This design comes from an exercise in tuning for small area, a short achievable clock period and few clock cycles per item on the open sky130 flow, not from production work.
RTL that was checked went through simulation tests only; none was proved equivalent to the original.
For run 4, only the layout was checked, not whether the RTL still works.
Power figures rest on the tool's default switching activity, not on a simulated workload.

File: constraint.sdc
create_clock -name core_clock -period 5.0 [get_ports {clk_i}]
set_input_delay 1.0000 -clock core_clock [delete_from_list [all_inputs] [get_ports {clk_i}]]
set_output_delay 1.0000 -clock core_clock [all_outputs]
set_load 0.01 [all_outputs]
File: run.sh
#!/bin/bash
# synth_recipe.tcl (not shown) runs the flow's synth.tcl, then flattens the netlist and writes it again
# the make line also repeats each setting of config.mk as NAME=value (left out here)
make -C /OpenROAD-flow-scripts/flow DESIGN_CONFIG=/design/flow/config.mk WORK_HOME=/design/flow/orfs CLKGATE_MAP_FILE= SYNTH_SCRIPT=/design/flow/synth_recipe.tcl finish
File: design.v
`default_nettype none
module wb_slave_register #(
    parameter ADDR_WIDTH = 16,
    parameter DATA_WIDTH = 32,
    parameter GRANULE = 8,
    parameter REGISTER_NUM = 16,
    parameter SEL_WIDTH = DATA_WIDTH / GRANULE
) (
    input wire rst_i,
    input wire clk_i,
    input wire [ADDR_WIDTH-1:0] adr_i,
    input wire [DATA_WIDTH-1:0] dat_i,
    output reg [DATA_WIDTH-1:0] dat_o,
    input wire [SEL_WIDTH-1:0] sel_i,
    input wire we_i,
    input wire stb_i,
    output wire ack_o,
    output wire err_o,
    input wire cyc_i
);
    reg [DATA_WIDTH-1:0] register_value [0:REGISTER_NUM-1];
    reg ack;
    reg err;
    wire [2:0] hi_zero;
    wbr_nor4 u_z0 (.a(adr_i[4]),  .b(adr_i[5]),  .c(adr_i[6]),  .d(adr_i[7]),  .y(hi_zero[0]));
    wbr_nor4 u_z1 (.a(adr_i[8]),  .b(adr_i[9]),  .c(adr_i[10]), .d(adr_i[11]), .y(hi_zero[1]));
    wbr_nor4 u_z2 (.a(adr_i[12]), .b(adr_i[13]), .c(adr_i[14]), .d(adr_i[15]), .y(hi_zero[2]));
    wire in_range = &hi_zero;
    wire [3:0] idx = adr_i[3:0];
    genvar g, gb, gq;
    wire [3:0] pre_lo, pre_hi;
    wbr_dec2 u_pre_lo (.a(idx[1:0]), .y(pre_lo));
    wbr_dec2 u_pre_hi (.a(idx[3:2]), .y(pre_hi));
    wire [REGISTER_NUM-1:0] rsel [0:3];
    generate for (gq = 0; gq < 4; gq = gq + 1) begin : rdec
        for (g = 0; g < REGISTER_NUM; g = g + 1) begin : line
            wbr_and2 u_s (.a(pre_lo[g % 4]), .b(pre_hi[g / 4]), .y(rsel[gq][g]));
        end
    end endgenerate
    reg [REGISTER_NUM-1:0] wrow;
    wire wr_first = ~rst_i & stb_i & we_i & ~ack;
    wire [REGISTER_NUM-1:0] wrow_d;
    wire [REGISTER_NUM-1:0] wsel = rsel[0];
    generate for (g = 0; g < REGISTER_NUM; g = g + 1) begin : wq
        wbr_and2 u_w (.a(wsel[g]), .b(wr_first), .y(wrow_d[g]));
    end endgenerate
    always @(posedge clk_i) begin
        wrow <= wrow_d;
    end
    wire [REGISTER_NUM-1:0] wrow_ok;
    generate for (g = 0; g < REGISTER_NUM; g = g + 1) begin : wok
        wbr_and2 u_k (.a(wrow[g]), .b(ack), .y(wrow_ok[g]));
    end endgenerate
    wire [SEL_WIDTH-1:0] lane_en [0:REGISTER_NUM-1];
    generate for (g = 0; g < REGISTER_NUM; g = g + 1) begin : wen
        for (gb = 0; gb < SEL_WIDTH; gb = gb + 1) begin : lane
            wbr_a21o u_en (.a1(wrow_ok[g]), .a2(sel_i[gb]), .b1(rst_i), .y(lane_en[g][gb]));
        end
    end endgenerate
    wire [DATA_WIDTH-1:0] wdata = dat_i & {DATA_WIDTH{~rst_i}};
    integer i, b;
    always @(posedge clk_i) begin
        for (i = 0; i < REGISTER_NUM; i = i + 1) begin
            for (b = 0; b < SEL_WIDTH; b = b + 1) begin
                if (lane_en[i][b]) begin
                    register_value[i][b*GRANULE+:GRANULE] <= wdata[b*GRANULE+:GRANULE];
                end
            end
        end
    end
    always @(posedge clk_i) begin
        if (rst_i) begin
            ack <= 1'b0;
            err <= 1'b0;
        end else begin
            ack <= stb_i & in_range & ~ack;
            err <= stb_i & ~in_range & ~err;
        end
    end
    wire [DATA_WIDTH-1:0] rdata;
    generate for (gb = 0; gb < DATA_WIDTH; gb = gb + 1) begin : rmux
        wire [REGISTER_NUM-1:0] col;
        for (g = 0; g < REGISTER_NUM; g = g + 1) begin : c
            assign col[g] = register_value[g][gb];
        end
        wire lo_n, hi_n;
        wbr_mux8n u_lo (.d(col[7:0]), .s(rsel[gb / 8][7:0]), .y(lo_n));
        wbr_mux8n u_hi (.d(col[15:8]), .s(rsel[gb / 8][15:8]), .y(hi_n));
        wbr_nand2 u_o (.a(lo_n), .b(hi_n), .y(rdata[gb]));
    end endgenerate
    always @(posedge clk_i) begin
        dat_o <= rdata;
    end
    assign ack_o = ack;
    assign err_o = err;
endmodule
module wbr_dec2 (input wire [1:0] a, output wire [3:0] y);
    assign y[0] = (a == 2'd0);
    assign y[1] = (a == 2'd1);
    assign y[2] = (a == 2'd2);
    assign y[3] = (a == 2'd3);
endmodule
module wbr_nor4 (input wire a, input wire b, input wire c, input wire d, output wire y);
    assign y = ~(a | b | c | d);
endmodule
module wbr_and2 (input wire a, input wire b, output wire y);
    assign y = a & b;
endmodule
module wbr_mux8n (input wire [7:0] d, input wire [7:0] s, output wire y);
    assign y = ~|(d & s);
endmodule
module wbr_nand2 (input wire a, input wire b, output wire y);
    assign y = ~(a & b);
endmodule
module wbr_a21o (input wire a1, input wire a2, input wire b1, output wire y);
    assign y = (a1 & a2) | b1;
endmodule
File: config.mk
export PLATFORM = sky130hd
export DESIGN_NAME = wb_slave_register
export DESIGN_NICKNAME = wb_slave_register
export VERILOG_FILES = /design/flow/design.v
export SDC_FILE = /design/flow/constraint.sdc
export NUM_CORES = 4
export LEC_CHECK = 0
export CAP_MARGIN = 20
export CORE_MARGIN = 2
export CORE_UTILIZATION = 60
export CTS_BUF_LIST = sky130_fd_sc_hd__clkbuf_8
export CTS_CLUSTER_DIAMETER = 60
export CTS_CLUSTER_SIZE = 16
export SETUP_SLACK_MARGIN = 3.05
export SLEW_MARGIN = 20
export SYNTH_HIERARCHICAL = 1
export SYNTH_MINIMUM_KEEP_SIZE = 0
==> results of run 1 <==
[sequential cells by signal (all words and copies together) (netlist names)]
| register | cells |
|---|---|
| err | 1 |
| wrow | 16 |
| ack | 1 |
| dat_o | 32 |
| register_value | 512 |
[modules after synthesis, one instance, submodules excluded]
module / copies in the design / cells / flops+latches
wb_slave_register: 1 / 602 / 562
wbr_a21o: 64 / 1 / 0
wbr_and2: 96 / 1 / 0
wbr_dec2: 2 / 4 / 0
wbr_mux8n: 64 / 5 / 0
wbr_nand2: 32 / 1 / 0
wbr_nor4: 3 / 1 / 0
[path summary, 6_finish.rpt]
kind | start | to | depth (start not counted)
min reg2reg | register_value[9][25] | dat_o[25] | 3
max reg2reg | ack | register_value[6][12] | 4
min | register_value[9][25] | dat_o[25] | 3
max | ack | ack_o | 2
[power by group]
group | switching [µW] | internal [µW]
Sequential | 109 | 5550
Clock | 1370 | 964
Combinational | 363 | 223
Total | 1840 | 6730
[kinds of logic after synthesis]
group                  count (synthesis)  share of synthesized area, %
AO/OA/AOI/OAI                        320                         11.76
buffers and inverters                  3                        0.1042
flip-flops                           562                         80.19
AND/OR/NAND/NOR                      240                         7.941
[cells in the final DEF (no fill, tap or decap), types with 3 or more instances in the layout]
| cell type | synthesis | final |
|---|---|---|
| a21o_1 | 64 | 63 |
| a22oi_1 | 256 | 239 |
| a22oi_2 | 0 | 17 |
| and2_1 | 96 | 46 |
| and2_2 | 2 | 42 |
| and2_4 | 0 | 12 |
| and2b_4 | 0 | 4 |
| and4_1 | 64 | 64 |
| buf_12 | 0 | 6 |
| buf_2 | 2 | 20 |
| buf_4 | 0 | 10 |
| buf_6 | 1 | 18 |
| clkbuf_8 | 0 | 46 |
| clkdlybuf4s50_1 | 0 | 46 |
| dfxtp_1 | 50 | 32 |
| dfxtp_2 | 0 | 17 |
| dlygate4sd2_1 | 0 | 4 |
| edfxtp_1 | 512 | 512 |
| inv_1 | 0 | 26 |
| nand2_1 | 32 | 32 |
| nor2b_2 | 0 | 29 |
| nor4_2 | 3 | 3 |
[routing by layer]
metal  up-vias  wire length [µm]
met4         0               564
met1      5511             18590
li1       4973                 -
met5         -                 0
met2       338             21960
met3        44              2777
[stage by stage]
| stage | total power (µW) | cell area (µm²) |
|---|---|---|
| after floorplan | 5996 | 20460 |
| after global placement | 6296 | 21910 |
| after detailed placement | 6326 | 21930 |
| after CTS | 8615 | 23020 |
| after global routing | 8889 | 23120 |
| final | 8576 | 23120 |
[cell type report]
class	count	area, µm²	share of cell area [%]
clock inverter	31	178.9	0.7737
multi-input combinational	564	4343	18.78
timing repair buffer	105	1008	4.361
sequential	562	16400	70.92
clock buffer	46	633.1	2.738
tap	448	560.5	2.424
[critical path: stages (launching register included)]
cell	delay, ps
dfxtp_2	340
buf_8	120
buf_6	110
[timing repair]
item                                    in CTS  in global routing
pin swaps                                    8                  0
buffers inserted                            11                  1
resized for setup                          266                 37
endpoints found under the hold margin        0                  0
endpoints found under the setup margin    1010                256
cloned                                       4                  0
==> impl_metrics.csv, run 1 <==
group,metric,value,unit
timing,postLayoutSetupSlackWorst,2852,ps
clock_network,clk_pin_slew_worst_paths,100,ps
global_route,grt_antenna_before_repair,1,
global_route,met2_usage,42.68,%
synthesis,syn_area,20420,µm²
flow_run,cap_violations,0,
clock_network,clkLatencyLatePin,570,ps
floorplanning,die_w,188.5,µm
routing,drt_first_pass_iters,5,
routing,drt-wirelength-per-cell,24.99,µm
routing,wl,43890,µm
final_layout,fillerInstances,2274,
timing,finalHoldViolCount,0,
timing,achievable-frequency,465.6,MHz
global_route,use_met3,4.098,%
placed_design,dp_worst_setup_slack,1739,ps
clock_network,cts_made_buffers,42,
synthesis,synth_most_common_cell,"edfxtp_1",
pwr,p_per_area,370.9,nW/µm²
timing,fin_skew,24.05,ps
clock_network,htree_levels,2,
critical_path,cp_max_fo,2,
final_layout,fin_nets,1332,
final_layout,drive_gt1_share,18.12,%
pwr,ir_drop,0.2866,mV
placed_design,io_buffers,89,
critical_path,crit_required,4000,ps
timing,rsz0062_at_grt,"yes",
outcome,status,"no timing/DRC/antenna violations",
synthesis,seq_area_frac_synth,80.19,%
timing,setup_viol_count_final,0,
routing,avgViaCountPerCell,6.188,
placed_design,dpl.hpwl,28230,µm
final_layout,fin_util,68.96,%
final_layout,stdcell_count,1756,
global_route,gr-max-usage-layer,"met2",
floorplanning,num_rows,67,
synthesis,synth_cell_types,19,
placed_design,routabilityCongestion,0.7653,
synthesis,yosys_warnings,9,
timing,maxSlewViolCount,0,
floorplanning,core,33530,µm²
timing,slew-limit-headroom,48.18,%
global_route,overflow,0,
floorplanning,io_pins,91,
critical_path,cp-end-kind,"output pin",
global_route,use_met1,34.87,%
critical_path,start_kind,"register",
synthesis,synth_fp_nets,1182,
routing,ant_nets,0,
synthesis,ys_seq_elements,562,
floorplanning,die-area,35530,µm²
clock_network,root_buffer,"clkbuf_8",
timing,worst_slew_pin_slew,773.8,ps
placed_design,dp.cells,1663,
synthesis,yosysTopAreaCellShare,75.29,%
timing,whs,599.4,ps
synthesis,synth_common_cells,"edfxtp_1, a22oi_1, and2_1",
critical_path,path_class,"reg2out",
global_route,grt_usage,24.96,%
clock_network,cts_sinks,562,
synthesis,ys_async_sr_fraction,0,%
synthesis,synth.top_cells.by_area,"edfxtp_1, a22oi_1, dfxtp_1, and2_1, and4_1",
final_layout,antenna_cells,0,
floorplanning,die_h,188.5,µm
global_route,grt_start_max_net_pins,76,
clock_network,cts_tree,"built",
critical_path,reg2reg_slack,3080,ps
synthesis,synth_flop_cell,"edfxtp_1",
synthesis,syn_inst,1125,
timing,setup-tns-final,0,ps
synthesis,synth_edf_count,512,
floorplanning,initial_core_util,60.90,%
timing,min_period,2148,ps
synthesis,yosysTopAreaCell,"edfxtp_1",
routing,drtIter0Drc,829,
global_route,grt_pass1_vias,10890,
hold_path,hp-class,"reg2reg",
critical_path,worstPathArrival,1150,ps
clock_network,cts.path.max_buffers,3,
final_layout,syn_to_final_growth,13.24,%
timing,period_share,42.96,%
global_route,grt_pass1_wl,66650,µm
synthesis,syn_avg_cell_area,18.15,µm²
routing,num_vias,10870,
pwr,power.leakage,0.007815,µW
routing,remaining_drc_errors,0,
clock_network,holdBufCountCts,0,
Testbench counts, summed over its fixed seeds: cycles 14,392, items 4,800.
==> inputs of run 2 (changes only) <==
--- a/design.v
+++ b/design.v
@@ -39,5 +39,5 @@
     end endgenerate
     reg [REGISTER_NUM-1:0] wrow;
-    wire wr_first = ~rst_i & stb_i & we_i & ~ack;
+    wire wr_first = ~rst_i & stb_i & we_i & in_range & ~ack;
     wire [REGISTER_NUM-1:0] wrow_d;
     wire [REGISTER_NUM-1:0] wsel = rsel[0];
@@ -48,12 +48,8 @@
         wrow <= wrow_d;
     end
-    wire [REGISTER_NUM-1:0] wrow_ok;
-    generate for (g = 0; g < REGISTER_NUM; g = g + 1) begin : wok
-        wbr_and2 u_k (.a(wrow[g]), .b(ack), .y(wrow_ok[g]));
-    end endgenerate
     wire [SEL_WIDTH-1:0] lane_en [0:REGISTER_NUM-1];
     generate for (g = 0; g < REGISTER_NUM; g = g + 1) begin : wen
         for (gb = 0; gb < SEL_WIDTH; gb = gb + 1) begin : lane
-            wbr_a21o u_en (.a1(wrow_ok[g]), .a2(sel_i[gb]), .b1(rst_i), .y(lane_en[g][gb]));
+            wbr_a21o u_en (.a1(wrow[g]), .a2(sel_i[gb]), .b1(rst_i), .y(lane_en[g][gb]));
         end
     end endgenerate
==> run 2 against run 1 <==
  * Die area shrank 0.51%
  * Hold slack lost 91 ps
  * Sequential power is essentially flat
  * Clock power shrank 8%
  * Global-route usage shrank 0.60 points
  * Largest cell class unchanged
==> impl_metrics.csv, run 2 <==
group,metric,value,unit
outcome,status,"no timing/DRC/antenna violations",
routing,drt-wirelength-per-cell,24.58,µm
final_layout,antenna_cells,0,
floorplanning,num_rows,67,
hold_path,hp-class,"reg2reg",
critical_path,worstPathArrival,1020,ps
global_route,overflow,0,
synthesis,synth_most_common_cell,"edfxtp_1",
synthesis,synthAdderAreaFrac,0,%
critical_path,r2r-start,"wrow[5]",
clock_network,root_buffer,"clkbuf_8",
final_layout,stdcell_count,1744,
final_layout,layout_commonest_cell,"edfxtp_1",
critical_path,path_cells,"buf_6",
clock_network,cts_tree,"built",
floorplanning,die-area,35340,µm²
synthesis,synth-simple-area-share,7.465,%
synthesis,syn_inst,1110,
timing,finalHoldViolCount,0,
routing,routed-wl-met2,20700,µm
final_layout,syn_to_final_growth,13.13,%
critical_path,slowest_delay,330,ps
synthesis,synth_cell_types,19,
timing,maxSlewViolCount,0,
timing,setup_viol_count_final,0,
floorplanning,die_h,188,µm
timing,worst_slew_pin_slew,770.7,ps
final_layout,fin_nets,1323,
final_layout,largest_register_ffs,512,
synthesis,synth_flop_cell,"edfxtp_1",
pwr,p_per_area,365.2,nW/µm²
hold_path,holdPathEnd,"err",
clock_network,cts_sinks,562,
timing,slew-limit-headroom,48.39,%
timing,setup-tns-final,0,ps
routing,wl_met1,18970,µm
global_route,grt_antenna_before_repair,0,
synthesis,yosysTopAreaCell,"edfxtp_1",
timing,period_share,40.48,%
final_layout,largest_register,"register_value",
synthesis,yosys_warnings,9,
critical_path,cp_slowest_cell,"dfxtp_2",
critical_path,cp.buffers_inverters,1,
routing,drt_first_pass_iters,5,
synthesis,synth_common_cells,"edfxtp_1, a22oi_1, and2_1",
routing,avgViaCountPerCell,6.149,
hold_path,hold_path_startpoint,"err",
synthesis,syn_avg_cell_area,18.30,µm²
synthesis,synth_fp_nets,1167,
routing,ant_nets,0,
clock_network,holdBufCountCts,0,
critical_path,ff2ff_path_depth,1,
pwr,power.leakage,0.007801,µW
pwr,ir_drop,0.3055,mV
synthesis,synth.top_cells.by_area,"edfxtp_1, a22oi_1, dfxtp_1, and4_1, and2_1",
placed_design,dp.cells,1647,
flow_run,cap_violations,0,
timing,rsz0062_at_grt,"yes",
global_route,grt_start_max_net_pins,68,
critical_path,crit_cells,1,
placed_design,dpl.hpwl,28030,µm
final_layout,layout_common_cells,"edfxtp_1, a22oi_1, and4_1, a21o_1, clkbuf_8",
floorplanning,initial_core_util,60.73,%
critical_path,cp_max_fo,1,
routing,num_vias,10720,
synthesis,ys_async_sr_fraction,0,%
routing,remaining_drc_errors,0,
routing,wl,42870,µm
synthesis,synth_xor_area_share,0,%
placed_design,io_buffers,89,
clock_network,clk_pin_slew_worst_paths,100,ps
clock_network,cts_made_buffers,41,
routing,top_layer,"met4",
critical_path,r2r-end,"register_value[5][28]",
critical_path,path_delay_family,"flip-flops",
floorplanning,core,33450,µm²
global_route,grt_usage,24.36,%
critical_path,cp-end-kind,"output pin",
critical_path,reg2reg_slack,3600,ps
routing,drtIter0Drc,894,
final_layout,reg.largest.list,"register_value: 512 flops, dat_o: 32 flops, wrow: 16 flops",
synthesis,syn_area,20310,µm²
synthesis,synthMuxAreaShare,0,%
timing,min_period,2024,ps
synthesis,synth_compound_area_share,11.83,%
global_route,grt_pass1_vias,10570,
hold_path,min_path_cells,2,
placed_design,routabilityCongestion,0.7449,
floorplanning,io_pins,91,
synthesis,yosysTopAreaCellShare,75.69,%
synthesis,ys_seq_elements,562,
floorplanning,die_w,188,µm
clock_network,htree_levels,2,
global_route,grt_pass1_wl,64650,µm
synthesis,synth_top_family_by_area,"compound AO/OA/AOI/OAI gates",
synthesis,seq_area_frac_synth,80.62,%
timing,fin_skew,31.21,ps
final_layout,drive_gt1_share,17.90,%
timing,achievable-frequency,494.1,MHz
critical_path,crit_required,4000,ps
synthesis,synth_edf_count,512,
critical_path,path_class,"reg2out",
critical_path,start_kind,"register",
routing,met3_length,2372,µm
clock_network,clkLatencyLatePin,580,ps
clock_network,cts.path.max_buffers,3,
## run 2: cell count changes after synthesis, sizes merged
cell    before  now
nor3         0    1
nor4bb       1    0
nor2         3    2
nor3b        0    1
nor4b        1    0
and2        98   82
nor4         3    4
and3         1    0
inv          0    1
nand2b       0    1
## run 2: worst max path at each step
stage                    from   endpoint
floorplan            adr_i[9]    wrow[0]
global placement     adr_i[0]   dat_o[3]
detailed placement   adr_i[0]   dat_o[5]
CTS                  dat_o[9]   dat_o[9]
global route        dat_o[13]  dat_o[13]
finish              dat_o[13]  dat_o[13]
## run 2: stage by stage
step           total power, µW  cell area [µm²]  util [%]  setup slack, ps  hold WS [ps]
6_report                  8393            22980     68.70             2976         508.8
5_1_grt                   8701            22980     68.70             2928         537.0
4_1_cts                   8423            22860     68.35             2941         513.3
3_5_place_dp              6329            21920     65.53             1545         429.4
3_3_place_gp              6301            21910     65.52             1536         410.0
2_1_floorplan             6001            20460         -             3043         464.5
## run 2: cell families (layout without fill, tap and decap cells)
logic type / Yosys count / in the layout
compound gates: 320 / 320
buf+inv: 4 / 187
flops: 562 / 562
simple gates: 224 / 227
## run 2: tightest hold or removal path, delay by kind of cell (launching register included)
kind,cells,cell delay [ps]
DFF,1,340
buffers and inverters,1,100
and+or+nand+nor,1,40
## run 2: per-module statistics from Yosys (local to each module, per instance)
module	cell area, µm²	flops+latches
wbr_and2	6.256	0
wb_slave_register	16640	562
wbr_a21o	7.507	0
wbr_nor4	12.51	0
wbr_dec2	26.28	0
wbr_mux8n	38.79	0
wbr_nand2	3.754	0
## run 2: timing repair
item,4_1_cts,5_1_grt
pin swaps,9,2
gates resized for setup,233,37
buffers inserted,20,0
setup endpoints to repair,1037,140
gates cloned,4,0
## run 2: layout make-up
class / count / area [µm²]
clock buffers: 42 / 578.1
clock inverters: 31 / 121.4
fillers: 2276 / 10470
inverters: 1 / 3.754
multi-input cells: 547 / 4243
flip-flops and latches: 562 / 16400
well taps: 448 / 560.5
repair buffers: 113 / 1076
## run 2: where the power goes
group | switching, µW | leakage [µW] | internal, µW
Sequential | 105 | 0.00535 | 5540
Clock | 1370 | 0.000466 | 791
Combinational | 361 | 0.00198 | 221
## run 2: metal layers
metal	global-route usage, %	vias up
li1	-	4937
met1	35.55	5402
met2	39.65	320
met3	3.313	64
met4	5.845	0
met5	0	-
Testbench counts of run 2, summed over its fixed seeds: cycles 14,392, items 4,800.
==> inputs of run 3 (changes only) <==
==> flow/run.sh (new file) <==
#!/bin/bash
# The standard layout, with the port buffers that buffer_ports inserts made
# from a small plain buffer instead of the delay buffer it picks by default;
# the resizer upsizes the ones on critical paths as usual.
set -euo pipefail
export BUFFER_PORTS_ARGS="-buffer_cell sky130_fd_sc_hd__buf_2"
bash standard.sh finish > flow_standard.log 2>&1
==> standard.sh (new file) <==
#!/bin/bash
# synth_recipe.tcl (not shown) runs the flow's synth.tcl, then flattens the netlist and writes it again
# the make line also repeats each setting of config.mk as NAME=value (left out here)
make -C /OpenROAD-flow-scripts/flow DESIGN_CONFIG=/design/flow/config.mk WORK_HOME=/design/flow/orfs CLKGATE_MAP_FILE= SYNTH_SCRIPT=/design/flow/synth_recipe.tcl "${@:-finish}"
removed: run.sh
==> run 3 against run 2 <==
  * Still clean
  * Non-clock buffer count is 5 lower
  * Sequential cell count stayed put
  * Sequential share of layout area is 1.4 points higher
  * Combinational power is 4.0% lower
  * Total power is 0.41% lower
  * Die area stayed put
  * Critical endpoint is now dat_o[11]
==> impl_metrics.csv, run 3 <==
group,metric,value,unit
routing,ant_nets,0,
placed_design,routabilityCongestion,0.7466,
hold_path,hp-class,"reg2reg",
timing,worst_slew_pin_slew,1058,ps
global_route,grt_usage,24.59,%
final_layout,syn_to_final_growth,10.99,%
critical_path,slowest_delay,340,ps
critical_path,path_class,"reg2out",
critical_path,cp.buffers_inverters,1,
pwr,ir_drop,0.3341,mV
synthesis,synth_edf_count,512,
synthesis,synth_most_common_cell,"edfxtp_1",
critical_path,path_cells,"buf_6",
floorplanning,initial_core_util,60.73,%
placed_design,dpl.hpwl,28180,µm
timing,fin_skew,33.98,ps
timing,slew-limit-headroom,29.33,%
synthesis,syn_inst,1110,
critical_path,cp_max_fo,1,
clock_network,clkLatencyLatePin,600,ps
routing,remaining_drc_errors,0,
synthesis,ys_async_sr_fraction,0,%
clock_network,cts_made_buffers,41,
synthesis,synth_fp_nets,1167,
final_layout,fin_nets,1315,
final_layout,largest_register_ffs,512,
pwr,p_per_area,370.7,nW/µm²
global_route,grt_pass1_wl,64720,µm
routing,drt-wirelength-per-cell,24.86,µm
clock_network,cts.path.max_buffers,3,
clock_network,holdBufCountCts,0,
critical_path,path_delay_family,"flip-flops",
synthesis,synth_cell_types,19,
timing,setup_viol_count_final,0,
synthesis,yosysTopAreaCell,"edfxtp_1",
synthesis,synth_common_cells,"edfxtp_1, a22oi_1, and2_1",
critical_path,start_kind,"register",
routing,wl,43100,µm
timing,maxSlewViolCount,0,
critical_path,cp-end-kind,"output pin",
critical_path,worstPathArrival,1050,ps
synthesis,syn_area,20310,µm²
timing,achievable-frequency,488.9,MHz
floorplanning,die_h,188,µm
flow_run,cap_violations,0,
pwr,power.leakage,0.007694,µW
placed_design,io_buffers,89,
floorplanning,io_pins,91,
clock_network,htree_levels,2,
final_layout,fillerInstances,2289,
global_route,grt_antenna_before_repair,0,
final_layout,antenna_cells,0,
routing,num_vias,10680,
critical_path,crit_required,4000,ps
timing,rsz0062_at_grt,"yes",
synthesis,yosys_warnings,9,
clock_network,cts_sinks,562,
timing,period_share,40.91,%
global_route,grt_pass1_vias,10530,
floorplanning,core,33450,µm²
synthesis,syn_avg_cell_area,18.30,µm²
clock_network,cts_tree,"built",
outcome,status,"no timing/DRC/antenna violations",
synthesis,yosysTopAreaCellShare,75.69,%
routing,drt_first_pass_iters,5,
timing,setup-tns-final,0,ps
synthesis,seq_area_frac_synth,80.62,%
clock_network,root_buffer,"clkbuf_8",
clock_network,clk_pin_slew_worst_paths,110,ps
floorplanning,die_w,188,µm
timing,min_period,2045,ps
critical_path,cp_slowest_cell,"dfxtp_2",
timing,postLayoutSetupSlackWorst,2955,ps
floorplanning,die-area,35340,µm²
placed_design,dp_worst_setup_slack,2039,ps
floorplanning,num_rows,67,
synthesis,ys_seq_elements,562,
timing,finalHoldViolCount,0,
synthesis,synth.top_cells.by_area,"edfxtp_1, a22oi_1, dfxtp_1, and4_1, and2_1",
global_route,grt_start_max_net_pins,64,
final_layout,fin_util,67.40,%
final_layout,largest_register,"register_value",
final_layout,layout_commonest_cell,"edfxtp_1",
routing,avgViaCountPerCell,6.157,
global_route,overflow,0,
final_layout,layout_common_cells,"edfxtp_1, a22oi_1, buf_2",
final_layout,drive_gt1_share,19.21,%
synthesis,synth_flop_cell,"edfxtp_1",
final_layout,reg.largest.list,"register_value: 512 flops, dat_o: 32 flops, wrow: 16 flops",
routing,drtIter0Drc,843,
[run 3: kinds of logic (layout without fill, tap and decap cells)]
| kind of cell | Yosys count | after routing | share of synthesized area, % |
|---|---|---|---|
| flip-flops | 562 | 562 | 80.62 |
| AO/OA/AOI/OAI | 320 | 320 | 11.83 |
| AND/OR/NAND/NOR | 224 | 224 | 7.465 |
| buffers and inverters | 4 | 180 | 0.09235 |
[run 3: final cells by class]
| class | instances | area [µm²] | area share (%) |
|---|---|---|---|
| timing repair buffer | 108 | 753.2 | 3.341 |
| clock buffer | 42 | 578.1 | 2.564 |
| sequential | 562 | 16400 | 72.72 |
| clock inverter | 29 | 115.1 | 0.5106 |
| tap | 448 | 560.5 | 2.486 |
| inverter | 1 | 3.754 | 0.01665 |
| multi-input combinational | 544 | 4139 | 18.36 |
[run 3: repair_timing]
item                       in CTS  in global routing
pin swaps                       0                  3
gates cloned                    0                  0
setup endpoints to repair     722                370
gates resized for setup        22                 37
buffers inserted                2                  9
[run 3: per-layer routing]
metal / up-vias / GRT usage (%) / wire [µm]
li1: 4899 / - / -
met1: 5443 / 35.91 / 19140
met2: 282 / 40.19 / 21170
met3: 52 / 3.219 / 2047
met4: 0 / 5.663 / 743
met5: - / 0 / 0
[run 3: metrics by stage]
step	cell area, µm²	hold WS, ps	std cells	total power (µW)
after floorplan	20460	464.5	1110	6001
after CTS	22300	421.0	1725	8381
final	22550	430.6	1734	8358
after global placement	21510	405.6	1652	6241
after global routing	22550	439.2	1734	8666
after detailed placement	21520	404.6	1652	6269
[run 3: power by group]
| part | leakage (µW) | switching (µW) | internal, µW | total [µW] |
|---|---|---|---|---|
| combinational | 0.00189 | 362 | 197 | 559 |
| sequential | 0.00535 | 104 | 5540 | 5650 |
| clock | 0.000454 | 1360 | 790 | 2150 |
[run 3: worst paths after layout]
path         startpoint                     to  slack [ps]  depth (start not counted)
min                 err                    err         430                          1
max reg2reg     wrow[2]  register_value[2][14]        3640                          1
min reg2reg         err                    err         430                          1
max           dat_o[11]              dat_o[11]        2950                          1
[run 3: modules after synthesis (local to each module, per instance)]
module | area [µm²] | cells inside
wb_slave_register | 16640 | 603
wbr_mux8n | 38.79 | 5
wbr_dec2 | 26.28 | 4
wbr_nor4 | 12.51 | 1
wbr_a21o | 7.507 | 1
wbr_and2 | 6.256 | 1
wbr_nand2 | 3.754 | 1
==> inputs of run 4 (changes only) <==
--- a/design.v
+++ b/design.v
@@ -77,10 +77,20 @@
     generate for (gb = 0; gb < DATA_WIDTH; gb = gb + 1) begin : rmux
         wire [REGISTER_NUM-1:0] col;
+        wire [REGISTER_NUM-1:0] s = rsel[gb / 8];
         for (g = 0; g < REGISTER_NUM; g = g + 1) begin : c
             assign col[g] = register_value[g][gb];
         end
+        wire [5:0] t;
+        for (g = 0; g < 5; g = g + 1) begin : grp
+            wbr_aoi222 u_t (
+                .a1(col[3*g]),   .a2(s[3*g]),
+                .b1(col[3*g+1]), .b2(s[3*g+1]),
+                .c1(col[3*g+2]), .c2(s[3*g+2]),
+                .y(t[g]));
+        end
+        wbr_nand2 u_t5 (.a(col[15]), .b(s[15]), .y(t[5]));
         wire lo_n, hi_n;
-        wbr_mux8n u_lo (.d(col[7:0]), .s(rsel[gb / 8][7:0]), .y(lo_n));
-        wbr_mux8n u_hi (.d(col[15:8]), .s(rsel[gb / 8][15:8]), .y(hi_n));
+        wbr_and3 u_lo (.a(t[0]), .b(t[1]), .c(t[2]), .y(lo_n));
+        wbr_and3 u_hi (.a(t[3]), .b(t[4]), .c(t[5]), .y(hi_n));
         wbr_nand2 u_o (.a(lo_n), .b(hi_n), .y(rdata[gb]));
     end endgenerate
@@ -103,6 +113,12 @@
     assign y = a & b;
 endmodule
-module wbr_mux8n (input wire [7:0] d, input wire [7:0] s, output wire y);
-    assign y = ~|(d & s);
+module wbr_aoi222 (
+    input wire a1, input wire a2, input wire b1, input wire b2,
+    input wire c1, input wire c2, output wire y
+);
+    assign y = ~((a1 & a2) | (b1 & b2) | (c1 & c2));
+endmodule
+module wbr_and3 (input wire a, input wire b, input wire c, output wire y);
+    assign y = a & b & c;
 endmodule
 module wbr_nand2 (input wire a, input wire b, output wire y);
==> run.sh (new file) <==
#!/bin/bash
# synth_recipe.tcl (not shown) runs the flow's synth.tcl, then flattens the netlist and writes it again
# the make line also repeats each setting of config.mk as NAME=value (left out here)
make -C /OpenROAD-flow-scripts/flow DESIGN_CONFIG=/design/flow/config.mk WORK_HOME=/design/flow/orfs CLKGATE_MAP_FILE= SYNTH_SCRIPT=/design/flow/synth_recipe.tcl finish
removed: flow/run.sh
removed: standard.sh
==> run 4 against run 3 <==
  * Hold slack worse by 10 ps
  * First-iteration DRC count is 95% higher
  * Global-route usage is 1.4 points higher
  * Sequential share of layout area is 0.61 points lower
  * Clock-buffer cell count is 2 higher
  * Register-to-register slack worse by 80 ps
  * Fmax is 1.2% lower
  * Non-clock buffer count is 13 higher
  * Via count is 2.8% higher
  * Largest cell class unchanged
==> impl_metrics.csv, run 4 <==
group,metric,value,unit
final_layout,largest_register,"register_value",
pwr,combPwrFrac,7.5,%
global_route,grt_usage,25.98,%
final_layout,drive_gt1_share,17.94,%
pwr,sequentialPowerShare,66.8,%
clock_network,clkLatencyLatePin,590,ps
final_layout,fin_util,69.70,%
routing,avgViaCountPerCell,6.516,
critical_path,crit_required,5460,ps
pwr,switching_share,21.82,%
timing,setup_viol_count_final,0,
routing,ant_nets,0,
final_layout,fin_nets,1268,
clock_network,cts.path.max_buffers,3,
routing,drt_first_pass_iters,10,
timing,setup-tns-final,0,ps
clock_network,clk_pin_slew_worst_paths,100,ps
critical_path,cp.buffers_inverters,3,
final_layout,largest_register_ffs,512,
pwr,ir_drop,0.2517,mV
critical_path,start_kind,"input pin",
synthesis,yosys_warnings,9,
synthesis,ys_async_sr_fraction,0,%
routing,drt-wirelength-per-cell,27.33,µm
synthesis,syn_avg_cell_area,19.08,µm²
final_layout,syn_to_final_growth,13.95,%
routing,wl,46050,µm
clock_network,cts_tree,"built",
synthesis,synth.top_cells.by_area,"edfxtp_1, a222oi_1, dfxtp_1, and2_1, a21o_1",
clock_network,cts_made_buffers,41,
placed_design,dpl.hpwl,26960,µm
pwr,p_per_area,371.7,nW/µm²
timing,whs,420.6,ps
routing,drtIter0Drc,1643,
placed_design,routabilityCongestion,0.7607,
floorplanning,die-area,34730,µm²
synthesis,synth_cell_types,19,
synthesis,synth_flop_cell,"edfxtp_1",
routing,num_vias,10980,
floorplanning,core,32620,µm²
hold_path,hp-class,"reg2reg",
global_route,grt_pass1_vias,10690,
final_layout,reg.largest.list,"register_value: 512 flops, dat_o: 32 flops, wrow: 16 flops",
critical_path,worstPathArrival,2530,ps
timing,rsz0062_at_grt,"yes",
critical_path,cp_max_fo,6,
critical_path,cp-end-kind,"register",
floorplanning,num_rows,66,
final_layout,layout_common_cells,"edfxtp_1, a222oi_1, a21o_1",
clock_network,root_buffer,"clkbuf_8",
clock_network,htree_levels,2,
timing,period_share,41.40,%
outcome,status,"no timing/DRC/antenna violations",
critical_path,cp_slowest_cell,"a222oi_1",
timing,slew-limit-headroom,46.29,%
global_route,grt_pass1_wl,65740,µm
synthesis,synth_common_cells,"edfxtp_1, a222oi_1, and2_1",
synthesis,synth_edf_count,512,
timing,min_period,2070,ps
timing,finalHoldViolCount,0,
critical_path,path_class,"in2reg",
synthesis,yosysTopAreaCellShare,77.06,%
pwr,p_total,8451,µW
timing,maxSlewViolCount,0,
floorplanning,initial_core_util,61.17,%
timing,worst_slew_pin_slew,805.7,ps
critical_path,path_cells,"buf_8 -> and2b_4 -> buf_12 -> and2_4 -> clkbuf_2 -> a222oi_1 -> and3_1 -> nand2_2",
synthesis,synth_most_common_cell,"edfxtp_1",
flow_run,cap_violations,0,
pwr,power.leakage,0.007975,µW
pwr,clock_power_share,25.7,%
global_route,grt_antenna_before_repair,0,
synthesis,syn_area,19950,µm²
timing,fin_skew,21.69,ps
synthesis,ys_seq_elements,562,
timing,achievable-frequency,483.1,MHz
critical_path,path_delay_family,"simple AND/OR/NAND/NOR gates",
synthesis,yosysTopAreaCell,"edfxtp_1",
critical_path,slowest_delay,410,ps
floorplanning,die_h,186.4,µm
pwr,intPower,6606,µW
clock_network,cts_sinks,562,
synthesis,seq_area_frac_synth,82.07,%
floorplanning,io_pins,91,
routing,remaining_drc_errors,0,
global_route,overflow,0,
global_route,grt_start_max_net_pins,73,
synthesis,synth_fp_nets,1103,
final_layout,antenna_cells,0,
final_layout,layout_commonest_cell,"edfxtp_1",
pwr,p_sw,1844,µW
synthesis,syn_inst,1046,
placed_design,io_buffers,89,
floorplanning,die_w,186.4,µm
## run 4: worst paths after layout
check                               from                    end  slack, ps  cells past startpoint
worst max register to register   wrow[9]  register_value[9][27]       3560                      1
worst min register to register       err                    err        420                      1
worst max-delay path            adr_i[0]               dat_o[3]       2930                      8
worst min-delay path                 err                    err        420                      1
## run 4: layout make-up
class	instances	area, µm²
clock inverter	31	126.4
tap	442	553.0
multi-input combinational	484	3861
sequential	562	16390
clock buffer	44	605.6
fill	2103	9883
inverter	1	3.754
timing repair buffer	121	1191
## run 4: power by group through the flow
stage | Combinational, µW | Sequential (µW) | Clock [µW]
3_5_place_dp | 612 | 5750 | 0
6_report | 633 | 5640 | 2170
5_1_grt | 670 | 5680 | 2400
4_1_cts | 612 | 5640 | 2220
2_1_floorplan | 265 | 5740 | 0
3_3_place_gp | 605 | 5730 | 0
## run 4: through the flow
stage          setup WS, ps  cell area, µm²  instances
3_5_place_dp           1713           21610       1581
4_1_cts                2937           22590       1678
2_1_floorplan          3007           20110       1046
5_1_grt                2897           22740       1685
3_3_place_gp           1739           21590       1581
6_report               2930           22740       1685
## run 4: modules after synthesis (local to each module, per instance)
module,flip-flops and latches,cells inside,times used
wbr_dec2,0,4,2
wbr_and2,0,1,80
wbr_nor4,0,1,3
wbr_nand2,0,1,64
wbr_aoi222,0,1,160
wbr_and3,0,1,64
wbr_a21o,0,1,64
wb_slave_register,562,603,1
## run 4: metal layers
| metal | routed length, µm | global-route usage (%) | up-vias |
|---|---|---|---|
| li1 | - | - | 4829 |
| met1 | 18100 | 36.97 | 5531 |
| met2 | 22380 | 41.22 | 546 |
| met3 | 4348 | 4.928 | 74 |
| met4 | 1217 | 8.554 | 0 |
| met5 | 0 | 0 | - |
## run 4: cell families (layout without fill, tap and decap cells)
| family | count (synthesis) | in the layout | share of synthesized area [%] |
|---|---|---|---|
| DFF | 562 | 562 | 82.07 |
| and+or+nand+nor | 256 | 260 | 7.399 |
| AOI/OAI and AO/OA | 224 | 224 | 10.43 |
| buffers and inverters | 4 | 197 | 0.09402 |
## run 4: repair_timing
| item | in CTS | in global routing |
|---|---|---|
| gates resized for setup | 223 | 29 |
| hold buffers | 0 | 0 |
| setup buffers | 19 | 6 |
| cloned | 3 | 1 |
| pin swaps | 25 | 22 |
| endpoints found under the setup margin | 1010 | 120 |

-- afterwards: timing with drivers on the ports --
The results above use ideal ports. As a check the final layouts listed here were re-extracted and re-timed, cells and wires unchanged. Step 1 sets driving cells, clkbuf_16 on the clock port and buf_2 on the other inputs (assumed; they add their load-dependent delay and slew). Step 2, shift: input delay + t, output delay - t, t = (earliest + latest rising clock arrival at the registers) / 2. This alone moves slack from input paths to output paths. Three values: ideal, step 1, step 2; two values: the first two.
run	t, ns	setup WS [ns]	worst setup path after step 2	clock arrival spread, ns	worst register clock-pin slew, ns
run 1	0.615	2.852 / 2.800 / 2.498	input to register	0.030 / 0.030	0.10 / 0.10
run 2	0.616	2.976 / 2.924 / 2.473	input to register	0.033 / 0.034	0.10 / 0.10
run 3	0.633	2.955 / 2.906 / 2.476	input to register	0.043 / 0.042	0.11 / 0.11
run 4	0.617	2.930 / 2.906 / 2.298	input to register	0.028 / 0.028	0.10 / 0.10
After both steps every run listed still meets setup and hold. The setup slack of run 4, which loses most, moves by -0.024 ns with the drivers and by -0.632 ns with both steps.
